This design comes from an exercise in tuning for small area on the open sky130 flow, not from production work.
Function was checked by simulation only, so behaviour that the tests miss may differ from the original.
Power and IR drop assume default switching activity.

**config.mk**
```make
export PLATFORM = sky130hd
export DESIGN_NAME = Top
export DESIGN_NICKNAME = Top
export VERILOG_FILES = /design/flow/design.v
export SDC_FILE = /design/flow/constraint.sdc
export NUM_CORES = 4
export LEC_CHECK = 0
export CAP_MARGIN = 20
export CORE_MARGIN = 2
export CORE_UTILIZATION = 40
export SLEW_MARGIN = 20
```
**constraint.sdc**
```tcl
create_clock -name core_clock -period 10.0 [get_ports {CLK}]
set_input_delay 2.0000 -clock core_clock [delete_from_list [all_inputs] [get_ports {CLK}]]
set_output_delay 2.0000 -clock core_clock [all_outputs]
set_load 0.01 [all_outputs]
```
**design.v**
```verilog
`timescale 1ns / 1ps
module Top(
    input CLK,RST,BTNC,BTNU,BTNL,BTNR,BTND,
    input [15:0] SW,
    output [15:0] LED,
    output [7:0] SSEG_CA,
    output [7:0] SSEG_AN
    );
    reg [4:0] i;
    reg [4:0] State;
    reg [3:0] Random [0:3];   
    reg [15:0] RLed;
    reg [4:0]Digit [0:7];
    reg [31:0] Counter;
    reg Clk_1K, Clk_Slow, Clk_Flash, Clk_Slide;
    wire [39:0] Pass;
    reg [4:0] RPass [7:0];   
    reg [4:0] RSave [7:0];    
    wire [7:0] Dp;
    reg [3:0] Value;
    reg [2:0] Sl_Start;
    reg [2:0] Sl_End;
    reg [2:0]  i_Guess;    
    reg [2:0]  iD_Guess;   
    reg  Bity;
    reg [4:0] Score;	 
    reg [2:0] Check_win;	
    reg flag; 
    reg you_lost;
    reg you_won;
    reg Clk_1K_q;      
    wire Tick_1K = Clk_1K & ~Clk_1K_q;    
   always @ (posedge CLK) begin
        if (RST) begin
        Counter <= 32'h00000000;
        Clk_1K <= 1'b0;
        Clk_1K_q <= 1'b0;
        Clk_Slow <= 1'b0;
        Clk_Slide <= 1'b0;
        Clk_Flash <= 1'b0;
        Random[0] <= 4'h0;
        Random[1] <= 4'h0;
        Random[2] <= 4'h0;
        Random[3] <= 4'h0;
        end
        else begin
        Counter <= Counter + 32'h00000001;
        Clk_1K_q <= Clk_1K;
        Clk_1K <= Counter [1];
        Clk_Slow <= Counter[10];
        Clk_Slide <= Counter[9];
        Clk_Flash <= Counter[6];
        if(BTNC) begin
        Random[0]  <= {Counter[2],Counter[4],Counter[7],Counter[3]};
        Random[1]  <= {Counter[6],Counter[7],Counter[19],Counter[1]};
        Random[2]   <= {Counter[5],Counter[9],Counter[13],Counter[20]};
        Random[3] <= {Counter[8],Counter[11],Counter[16],Counter[12]};
        end
        end
        end
    always @ (posedge CLK) begin
    if (RST) begin
    State <= 5'b00000;
    RLed = 16'h0000;
    Score <= 5'b10001;  
    Check_win <= 3'b000;
    for (i=0; i< 4'b1000; i = i + 4'b0001) begin
        RPass[i] <= 5'b00000;
        RSave[i] <= 5'b00000;
    end
    i_Guess <= 3'b000;
    iD_Guess <= 3'b000;
    Value = 4'h0;
    Sl_Start = 3'b000;
    Sl_End = 3'b000;
    flag <= 1'b0;
    you_lost <= 1'b0;
    you_won <= 1'b0;
    end
    else if (Tick_1K)
    case (State)   
      5'b00000 : begin
                you_lost <= 1'b0;
                you_won <= 1'b0;
                Bity = 1'b1;
                for (i=0; i< 4'b1000; i = i + 4'b0001) begin
                    RPass[i] <= 5'b00000;
                    RSave[i] <= 5'b00000;
                end
                i_Guess <= 3'b000;
                iD_Guess <= 3'b000;
                if(BTNC == 1'b1) begin
                    Bity <= 1'b0;    
                    State <= State + 5'b00001;
                end
      end
      5'b00001 : begin
                RPass[7] <= {1'b1,Random[3]};
                RPass[6] <= {1'b1,Random[2]};
                RPass[5] <= {1'b1,Random[1]};
                RPass[4] <= {1'b1,Random[0]};
                RPass[3] <= 5'b00000;
                RPass[2] <= 5'b00000;
                RPass[1] <= 5'b00000;
                RPass[0] <= 5'b00000;
                if(Clk_Flash)State <= State;
                else State <= State+5'b00001;
      end 
      5'b00010 : begin
                RPass[6] <= {1'b1,Random[3]};
                RPass[5] <= {1'b1,Random[2]};
                RPass[4] <= {1'b1,Random[1]};
                RPass[3] <= {1'b1,Random[0]};
                RPass[2] <= 5'b00000;
                RPass[1] <= 5'b00000;
                RPass[0] <= 5'b00000;
                RPass[7] <= 5'b00000;
                if(!Clk_Flash) State <= State;
                else State <= State+5'b00001;     
      end
      5'b00011 : begin
                RPass[5] <= {1'b1,Random[3]};
                RPass[4] <= {1'b1,Random[2]};
                RPass[3] <= {1'b1,Random[1]};
                RPass[2] <= {1'b1,Random[0]};
                RPass[1] <= 5'b00000;
                RPass[0] <= 5'b00000;
                RPass[7] <= 5'b00000;
                RPass[6] <= 5'b00000;
                if(Clk_Flash)State <= State;
                else State <= State+5'b00001;    
      end
      5'b00100 : begin
                RPass[4] <= {1'b1,Random[3]};
                RPass[3] <= {1'b1,Random[2]};
                RPass[2] <= {1'b1,Random[1]};
                RPass[1] <= {1'b1,Random[0]};
                RPass[0] <= 5'b00000;
                RPass[7] <= 5'b00000;
                RPass[6] <= 5'b00000;
                RPass[5] <= 5'b00000;      
                if(!Clk_Flash)State <= State;
                else State <= State+5'b00001;    
      end                  
      5'b00101 : begin
                RPass[3] <= {1'b1,Random[3]};
                RPass[2] <= {1'b1,Random[2]};
                RPass[1] <= {1'b1,Random[1]};
                RPass[0] <= {1'b1,Random[0]};
                RPass[7] <= 5'b00000;
                RPass[6] <= 5'b00000;
                RPass[5] <= 5'b00000;
                RPass[4] <= 5'b00000;
                if(Clk_Flash)State <= State;
                else State <= State+5'b00001;
      end
      5'b00110 : begin
                RPass[3] <= 5'b00000;
                RPass[2] <= {1'b1,Random[3]};
                RPass[1] <= {1'b1,Random[2]};
                RPass[0] <= {1'b1,Random[1]};
                RPass[7] <= 5'b00000;
                RPass[6] <= 5'b00000;
                RPass[5] <= 5'b00000;
                RPass[4] <= 5'b00000;
                if(!Clk_Flash)State <= State;
                else State <= State+5'b00001;      
      end
      5'b00111 : begin
                RPass[3] <= 5'b00000;
                RPass[2] <= 5'b00000;
                RPass[1] <= {1'b1,Random[3]};
                RPass[0] <= {1'b1,Random[2]};
                RPass[7] <= 5'b00000;
                RPass[6] <= 5'b00000;
                RPass[5] <= 5'b00000;
                RPass[4] <= 5'b00000;
                if(Clk_Flash)State <= State;
                else State <= State+5'b00001;      
      end
      5'b01000 : begin
                RPass[3] <= 5'b00000;
                RPass[2] <= 5'b00000;
                RPass[1] <= 5'b00000;
                RPass[0] <= {1'b1,Random[3]};
                RPass[7] <= 5'b00000;
                RPass[6] <= 5'b00000;
                RPass[5] <= 5'b00000;
                RPass[4] <= 5'b00000;
                if(!Clk_Flash)State <= State;
                else State <= State+5'b00001;       
      end    
      5'b01001 : begin
           if (BTNR) begin                       
                RPass[3] <= {1'b1,Random[3]};
                RPass[2] <= {1'b1,Random[2]};
                RPass[1] <= {1'b1,Random[1]};
                RPass[0] <= {1'b1,Random[0]};
                RPass[7] <= 5'b00000;
                RPass[6] <= 5'b00000;
                RPass[5] <= 5'b00000;
                RPass[4] <= 5'b00000;
            end
            else begin
                RPass[6] <= 5'b00000;
                RPass[7] <= 5'b00000;
                RPass[0] <= 5'b00000;
                RPass[1] <= 5'b00000;
                RPass[2] <= 5'b00000;
                RPass[3] <= 5'b00000;
                RPass[4] <= 5'b00000;
                RPass[5] <= 5'b00000;
            end
                if(Clk_Flash)State <= State;
                else begin
                        i_Guess  <= 3'b000;   
                        iD_Guess <= 3'b011;    
                        State <= State + 5'b00001;   
                end
      end 
      5'b01010 : begin    
                flag <= 1'b1;
                if(BTND && Clk_Slow) begin               
                    for (i=0 ; i <5'b10000 ; i = i + 5'b00001) begin   
                        if(SW[i]) Value = i[3:0];   
                    end
                    RPass[3'b111 - i_Guess] <= {1'b1,Value};    
                    if (Value > Random[iD_Guess]) begin   
                        RLed[15] = 1'b1;
                        RLed[0] = 1'b0;
                        RLed[14:1] =14'b00000000000000;
                        State <= 5'b01011;    
                    end
                    else if (Value < Random[iD_Guess]) begin  
                        RLed[15] = 1'b0;
                        RLed[0] = 1'b1; 
                        RLed[14:1] =14'b00000000000000;
                        State <= 5'b01011;    
                    end
                    else if (Value == Random[iD_Guess])begin    
                        RLed = 16'hFFFF;    
                        State <= 5'b01100;      
                    end
               end
      end 
      5'b01011 : begin    
                if (!Clk_Slow && !BTND) begin
                    State = 5'b01010;
                    i_Guess = i_Guess + 3'b001;
                    if (i_Guess == 3'b100) State = 5'b10111;    
                end
      end             
      5'b01100 : begin    
                if (!Clk_Slide) begin   
                    State = State + 5'b00001;    
                    Sl_End = iD_Guess;    
                    Sl_Start = 3'b111 - i_Guess;
                    for (i= 5'b00000; i< 5'b00100 ; i = i + 5'b00001) begin   
                        RSave[i] <= RPass[i];
                    end
                    RSave[7] <= 5'b00000;
                    RSave[6] <= 5'b00000;
                    RSave[5] <= 5'b00000;
                    RSave[4] <= 5'b00000;
                 end
       end
       5'b01101  : begin    
                if (Clk_Slide) begin   
                    RLed = 16'h0000;    
                    State = State + 5'b00001;    
                    RPass[Sl_Start] = RSave[Sl_Start];    
                    Sl_Start = Sl_Start - 3'b001;    
                    RPass[Sl_Start] = {1'b1,Value};    
                    if(Sl_Start == Sl_End) State = 5'b10100;   
                end                    
      end
      5'b01110 : begin   
                if (!Clk_Slide) begin   
                      State = State + 5'b00001;    
                      RPass[Sl_Start] = RSave[Sl_Start];    
                      Sl_Start = Sl_Start - 3'b001;    
                      RPass[Sl_Start] = {1'b1,Value};    
                      if(Sl_Start == Sl_End) State = 5'b10100;   
                end    
      end
      5'b01111 : begin
                if (Clk_Slide) begin   
                      State = State + 5'b00001;    
                      RPass[Sl_Start] = RSave[Sl_Start];    
                      Sl_Start = Sl_Start - 3'b001;    
                      RPass[Sl_Start] = {1'b1,Value};    
                      if(Sl_Start == Sl_End) State = 5'b10100;   
                end        
      end
      5'b10000 : begin
                if (!Clk_Slide) begin   
                      State = State + 5'b00001;    
                      RPass[Sl_Start] = RSave[Sl_Start];    
                      Sl_Start = Sl_Start - 3'b001;    
                      RPass[Sl_Start] = {1'b1,Value};    
                      if(Sl_Start == Sl_End) State = 5'b10100;   
                end         
      end
      5'b10001 : begin
                if (Clk_Slide) begin   
                      State = State + 5'b00001;    
                      RPass[Sl_Start] = RSave[Sl_Start];    
                      Sl_Start = Sl_Start - 3'b001;    
                      RPass[Sl_Start] = {1'b1,Value};    
                      if(Sl_Start == Sl_End) State = 5'b10100;   
                end         
      end
      5'b10010 : begin
                 if (!Clk_Slide) begin   
                      State = State + 5'b00001;    
                      RPass[Sl_Start] = RSave[Sl_Start];    
                      Sl_Start = Sl_Start - 3'b001;    
                      RPass[Sl_Start] = {1'b1,Value};    
                      if(Sl_Start == Sl_End) State = 5'b10100;   
                 end       
      end
      5'b10011 : begin
                if (Clk_Slide) begin   
                      State <= 5'b10100;    
                      RPass[Sl_Start] = RSave[Sl_Start];    
                      Sl_Start = Sl_Start - 3'b001;    
                      RPass[Sl_Start] = {1'b1,Value};    
                end        
      end
      5'b10100 : begin     
                if (!Clk_Slide) begin   
                    State = 5'b01010;   
                    if(iD_Guess == 3'b000) begin
                        State <= 5'b10101;   
                        Score <= Score + 5'b00001;
                    end
                    RSave[7] <= 5'b00000;
                    RSave[6] <= 5'b00000;
                    RSave[5] <= 5'b00000;
                    RSave[4] <= 5'b00000;
                    RPass[7] <= 5'b00000;
                    RPass[6] <= 5'b00000;
                    RPass[5] <= 5'b00000;
                    RPass[4] <= 5'b00000;
                    iD_Guess <= iD_Guess - 3'b001;    
                    i_Guess <= 3'b000;
                end     
      end
      5'b10101 : begin      
                if (flag) begin
                    Check_win <= Check_win + 3'b001; 
                    flag <= 0;
                end
                if(BTNC) State = 5'b00000;     
                if(Clk_Slow) begin
                    RLed <= 8'b11111111;
                    RPass[3] <= {1'b1,Random[3]};
                    RPass[2] <= {1'b1,Random[2]};
                    RPass[1] <= {1'b1,Random[1]};
                    RPass[0] <= {1'b1,Random[0]};
                    RPass[6] <= {Score[4:0]};
                    RPass[5] <= 5'b10000;
                    RPass[4] <= 5'b10000;
                    if (Score == 5'b10110)begin
                        State <= 5'b00000;
                        Score <= 5'b10000;
                    end
                    else State <= State + 5'b00001;              
                end
      end
      5'b10110 : begin     
                if(BTNC) State = 5'b00000;     
                if(!Clk_Slow) begin
                    RLed <= 8'b00000000;
                    RPass[3] <= 5'b00000;
                    RPass[2] <= 5'b00000;
                    RPass[1] <= 5'b00000;
                    RPass[0] <= 5'b00000;
                    RPass[7] <= 5'b00000;
                    RPass[6] <= 5'b00000;
                    RPass[5] <= 5'b00000;
                    RPass[4] <= 5'b00000; 
                    State = State - 5'b00001;              
                end  
      end
       5'b10111 : begin     
                if (flag) begin
                    if (Check_win == 0) begin
                        you_lost <= 1;
                    end
                    else begin
                        Check_win <= Check_win - 3'b001;
                        flag <= 0;
                    end
                end
                if(Check_win == 3'b000)begin
                Score = 5'b10000; 
                end
                if(Check_win == 3'b001)begin
                Score = 5'b10001; 
                end
                if(Check_win == 3'b010)begin
                Score = 5'b10010; 
                end
                if(Check_win == 3'b011)begin
                Score = 5'b10011; 
                end
                if(Check_win == 3'b100)begin
                Score = 5'b10100; 
                end
                if(Check_win == 3'b101)begin
                Score = 5'b10101; 
                end
                 if(BTNC) State <= 5'b00000;     
                 if (Clk_Slow) begin 
                    State <= (you_lost) ? 5'b00000 : State + 5'b00001;
                    RPass[7] <= 5'b11111;
                    RPass[6] <= 5'b10000;
                    RPass[5] <= 5'b10000;
                    RPass[4] <= 5'b10000;
                    RPass[3] <= {1'b1,Random[3]};   
                    RPass[2] <= {1'b1,Random[2]};
                    RPass[1] <= {1'b1,Random[1]};
                    RPass[0] <= {1'b1,Random[0]};                    
                 end
       end
       5'b11000 : begin     
                 if (!Clk_Slow) begin 
                    State =State - 5'b00001;
                    RPass[7] <= 5'b00000;
                    RPass[6] <= 5'b00000;
                    RPass[5] <= 5'b00000;
                    RPass[4] <= 5'b00000;
                 end
                 if(BTNC) State = 5'b00000;     
       end
      default : begin
            RLed <= 8'b10101010;
      end
    endcase
    end
    assign Pass = {RPass[0],RPass[1],RPass[2],RPass[3],RPass[4],RPass[5],RPass[6],RPass[7]};
    assign Dp = 8'h00;
    assign LED = RLed;
    Disp_7seg Inst_A (Pass,Dp,CLK,RST,Tick_1K,Score,SSEG_CA, SSEG_AN);
endmodule
module Disp_7seg(
	input [0:39] Pd,
	input [7:0]  DP,
	input        Clk,
	input        Rst,
	input        Tick,
	input [4:0] Game, 
	output[7:0] SSC,    
	output reg [7:0] SSA);   
    wire    [4:0] Disp [0:7];
    reg     [2:0] Point;
    reg     [4:0] Point_Plus;
    wire [3:0] Digit_to_Show;
    assign {Disp[0],Disp[1],Disp[2],Disp[3],Disp[4],Disp[5],Disp[6],Disp[7]}= Pd;   
    always @(posedge Clk ) begin   
    if (Rst) Point <= 3'b000;
    else if (Tick) Point <= Point + 3'b001;
    end
    assign Digit_to_Show = Disp[Point][3:0];
    Hex_Dig Inst1 (Digit_to_Show,SSC,DP[Point]);
    always @ (*) begin
          Point_Plus = {Disp [Point][4],Point};   
          case (Point_Plus)   
            4'b1000:SSA = ~(8'b00000001);   
            4'b1001:SSA = ~(8'b00000010);   
            4'b1010:SSA = ~(8'b00000100);   
            4'b1011:SSA = ~(8'b00001000);   
            4'b1100:SSA = ~(8'b00010000);   
            4'b1101:SSA = ~(8'b00100000);   
            4'b1110:SSA = ~(8'b01000000);   
            4'b1111:SSA = ~(8'b10000000);   
            default:SSA = ~(8'b00000000);   
     endcase   
    end
endmodule         
module Hex_Dig (         
        input [3:0] Value,
        output reg [7:0] SS,
        input Decimal_Point);
        always @ (*) begin
        case (Value) 
             4'h0:  SS[6:0] = ~(7'b0111111);     
             4'h1:  SS[6:0] = ~(7'b0000110);    
             4'h2:  SS[6:0] = ~(7'b1011011);   
             4'h3:  SS[6:0] = ~(7'b1001111);   
             4'h4:  SS[6:0] = ~(7'b1100110);   
             4'h5:  SS[6:0] = ~(7'b1101101);   
             4'h6:  SS[6:0] = ~(7'b1111101);   
             4'h7:  SS[6:0] = ~(7'b0000111);   
             4'h8:  SS[6:0] = ~(7'b1111111);   
             4'h9:  SS[6:0] = ~(7'b1100111);   
             4'hA:  SS[6:0] = ~(7'b1110111);   
             4'hB:  SS[6:0] = ~(7'b1111100);   
             4'hC:  SS[6:0] = ~(7'b0111001);   
             4'hD:  SS[6:0] = ~(7'b1011110);   
             4'hE:  SS[6:0] = ~(7'b1111001);   
             4'hF:  SS[6:0] = ~(7'b1110001);   
          default:  SS[6:0] = ~(7'b1001001);
        endcase
        SS[7] = ~Decimal_Point;   
           end
endmodule
```
**run.sh**
```bash
#!/bin/bash
# synth_recipe.tcl (not shown) runs the flow's synth.tcl, then flattens the netlist and writes it again
# the make line also repeats each setting of config.mk as NAME=value (left out here)
make -C /OpenROAD-flow-scripts/flow DESIGN_CONFIG=/design/flow/config.mk WORK_HOME=/design/flow/orfs CLKGATE_MAP_FILE= SYNTH_SCRIPT=/design/flow/synth_recipe.tcl finish
```
==> flow_summary.toml <==
[timing]
relSlewSlack = 0.288
fin_crit_ns = 6.09
setup_violations = 0
hold_viol_final = 0
max_freq_mhz = 164
period_share = 0.609
drv_slew = 0
rsz0062_at_grt = "no"
tightest_slew_ns = 1.04
setup-tns-final_ns = 0
clock_skew_ns = 0.0115

[placement]
placed_area_um2 = 11400
routabilityCongestion = 0.967
port_buffers = 51
dpl.hpwl_um = 26700

[critical_path]
startpoint_type = "flip-flop"
crit_path_max_fanout = 15
cp-end-kind = "output pin"
cpPeakStageDelay_ns = 0.64
required_ns = 8.00
crit_type = "reg2out"
path_cells = "inv_1 > ha_1 > nor4_1 > nand2_1 > a21oi_1 > inv_1 > ha_1 > nor2_1 > o21ba_2 > o32ai_1 > clkdlybuf4s50_1"
crit_arrival_ns = 4.09
cp_num_buf_inv = 3
slowest_stage = "dfxtp_1"
path_delay_family = "buffers and inverters"

[floorplan]
placementRows = 60
ios = 55
die-area_um2 = 28600
die_h_um = 169
core_area_um2 = 26800
start_util = 0.406
die-width_um = 169

[outcome]
status = "timing/DRC/antenna clean"

[routing]
post-route-drc-count = 0
highest_layer = "met4"
wl_met1_um = 16600
vias_per_cell = 6.40
wire_per_inst_um = 21.1
final_antenna_net_count = 0
wl_met3_um = 3040
wl_met2_um = 16000
dr_total_vias = 11100
drt-total-wl_um = 36600
drtPass1Iterations = 7
initialDrtViolationCount = 1648

[clock_tree]
htreeDepth = 4
cts_tree = "yes"
cts.reportedPaths.clkPinSlew_ns = 0.06
clk_latency_ns = 0.44
numCtsBuffers = 17
numClockSinks = 140
post_cts_buffers = 0
cts_buffer_depth = 2
ctsHoldBuffers = 0
cts_root_buf = "clkbuf_16"
cts_resized = 0

[run]
maxCapViolCount = 0

[synthesis]
synthAdderAreaFrac = 0.0524
synth_edf_count = 32
synth_nets = 1477
synthXorXnorAreaFrac = 0.0177
async_reset_ff_frac = 0
dominantRegCellSynth = "dfxtp_1"
synth_compound_area_frac = 0.270
synthMuxAreaShare = 0.0490
synth-simple-area-share = 0.260
ys_ff_latch = 140
synthTopCellsByArea = "dfxtp_1 20%, edfxtp_1 8.8%, nor2_1 5.1%"
ys_warn_count = 5
ys_types = 90
synth_top_family_by_area = "compound AO/OA/AOI/OAI gates"
synth_seq_area_share = 0.287
netlist_instances = 1410
synth_area_um2 = 10900
syn_area_per_cell_um2 = 7.72
yosysTopAreaCell = "dfxtp_1"
yosysTopAreaCellShare = 0.199

[power_and_ir_drop]
power_frac_comb = 0.160
p_clk_frac = 0.440
switching_share = 0.286
p_leak_nw = 4.22
power_switching_w = 0.000434
ir_worst_vdd_v = 0.0000972
pwr_density_cell_nw_per_um2 = 126
internal_power_w = 0.00108
seqPwrFrac = 0.400

[grt]
grt_use_total = 0.253
grt_max_degree = 56
grt_pass1_vias = 9842
antenna_found_initial = 0
grt-ovfl-total = 0
grt_pass1_wl_um = 57100

[layout]
area_delta_synth_final_pct = 10.5
num_antenna_cells = 0
fin_nets = 1445
drive_above_1_share = 0.0654
final_area_um2 = 12000

[min_path]
hold_class = "reg2reg"
-- metal layers --
metal  track usage  up-vias
met2         0.388      565
met4        0.0676        0
met5             0        -
li1              -     5201
met3        0.0521       92
met1         0.361     5226
-- cell usage in the layout, fill, tap and decap left out, types with 10 or more instances in the layout --
cell,count
nor2_1,148
nand2_1,142
a21oi_1,109
dfxtp_1,108
o21ai_0,82
nand3_1,56
clkdlybuf4s50_1,50
inv_1,44
ha_1,44
mux2i_1,42
nor3_1,34
a22oi_1,33
edfxtp_1,32
a221oi_1,26
or3_1,24
nor2b_1,23
clkbuf_16,19
nor4_1,17
nand2b_1,17
a31oi_1,17
a211oi_1,17
o22ai_1,15
nand4_1,15
buf_4,15
o211ai_1,13
xor2_1,13
a222oi_1,11
a21o_1,10
mux2_2,10
-- worst reg2reg max path, delay by kind of cell (launching register included) --
kind	cells	cell delay, ns
fa+ha+maj	2	0.51
mux	1	0.83
buf+inv	2	0.48
simple gates	4	0.70
flops	1	0.38
compound gates	2	0.78
-- synth_stat cells, types with 13 or more instances --
| master | count |
|---|---|
| buf_2 | 19 |
| nor2b_1 | 23 |
| edfxtp_1 | 32 |
| dfxtp_1 | 108 |
| a221oi_1 | 26 |
| a22oi_1 | 33 |
| o22ai_1 | 15 |
| inv_1 | 44 |
| ha_1 | 44 |
| a31oi_1 | 17 |
| nand2_1 | 142 |
| nand4_1 | 15 |
| o211ai_1 | 13 |
| o21ai_0 | 82 |
| nand2b_1 | 17 |
| a21oi_1 | 109 |
| nand3_1 | 56 |
| a211oi_1 | 17 |
| xor2_1 | 13 |
| mux2i_1 | 42 |
| nor3_1 | 35 |
| nor2_1 | 148 |
| clkbuf_1 | 76 |
| or3_1 | 24 |
| nor4_1 | 17 |
-- cell type report --
| cell class | instances | area (um^2) |
|---|---|---|
| Clock buffer | 21 | 484 |
| Tap cell | 341 | 427 |
| Sequential cell | 140 | 3120 |
| Inverter | 44 | 165 |
| Multi-Input combinational cell | 1110 | 7080 |
| Clock inverter | 11 | 129 |
| Timing Repair Buffer | 65 | 613 |
| Fill cell | 2670 | 14800 |
-- power by group through the flow --
stage          Sequential [W]  Clock (W)  Combinational (W)
2_1_floorplan        0.000613          0           0.000162
3_3_place_gp         0.000619          0           0.000233
3_5_place_dp         0.000619          0           0.000236
4_1_cts              0.000607   0.000677           0.000237
5_1_grt              0.000609   0.000700           0.000262
6_report             0.000607   0.000667           0.000242
-- worst paths after layout --
kind | from | to | slack [ns] | depth (start not counted)
max | Inst_A.Point[2]$_SDFFE_PP0P_ | SSEG_CA[1] | 3.91 | 11
min | RSave[3][3]$_SDFFE_PP0P_ | RSave[3][3]$_SDFFE_PP0P_ | 0.45 | 2
max reg2reg | State[0]$_SDFFE_PP0P_ | RPass[5][2]$_DFFE_PP_ | 6.07 | 11
min reg2reg | RSave[3][3]$_SDFFE_PP0P_ | RSave[3][3]$_SDFFE_PP0P_ | 0.45 | 2
-- logic make-up (layout without fill, tap and decap cells) --
kind of cell / count (synthesis) / after routing
AO/OA/AOI/OAI: 431 / 431
XOR/XNOR: 22 / 22
adder cells (fa/ha/maj): 46 / 46
buffers and inverters: 160 / 141
flip-flops: 140 / 140
multiplexers: 52 / 52
other: 1 / 1
AND/OR/NAND/NOR: 558 / 558
-- through the flow --
step	total power, W	util	setup WS (ns)	std cells	hold slack [ns]
after floorplan	0.000775	-	5.21	1410	0.430
final	0.00152	0.449	3.91	1732	0.453
after global routing	0.00157	0.449	3.50	1732	0.472
after detailed placement	0.000855	0.426	4.39	1700	0.444
after global placement	0.000852	0.426	4.44	1700	0.439
after CTS	0.00152	0.449	3.92	1732	0.452
-- flip-flops by register name (all words and copies together), names as in the netlist, 3 cells and up --
register	flops
RSave	20
Inst_A.Point	3
State	5
Value	4
i_Guess	3
RPass	40
Random	15
Score	5
Sl_End	3
Sl_Start	3
RLed	5
Check_win	3
Counter	21
iD_Guess	3

-- re-timing with driven ports --
Ports are ideal in the flow. The routed layout listed here was re-timed in OpenROAD.
Step 1, drivers: a clkbuf_16 drives CLK and a buf_2 each remaining input, both assumed.
Step 2 also shifts input and output timing later by t, the mid clock arrival at the registers, as if the neighbouring blocks saw the same clock.
a / b / c = ideal ports / drivers / drivers and shift; a / b = the first two.
t, ns: 0.482
setup WS [ns]: 3.909 / 3.860 / 4.311
worst setup path at the end: input to register
clock arrival spread, ns: 0.012 / 0.012
After both steps setup and hold are still met in this run. For this run, drivers alone change the setup slack by -0.049 ns; drivers and shift together by +0.402 ns.
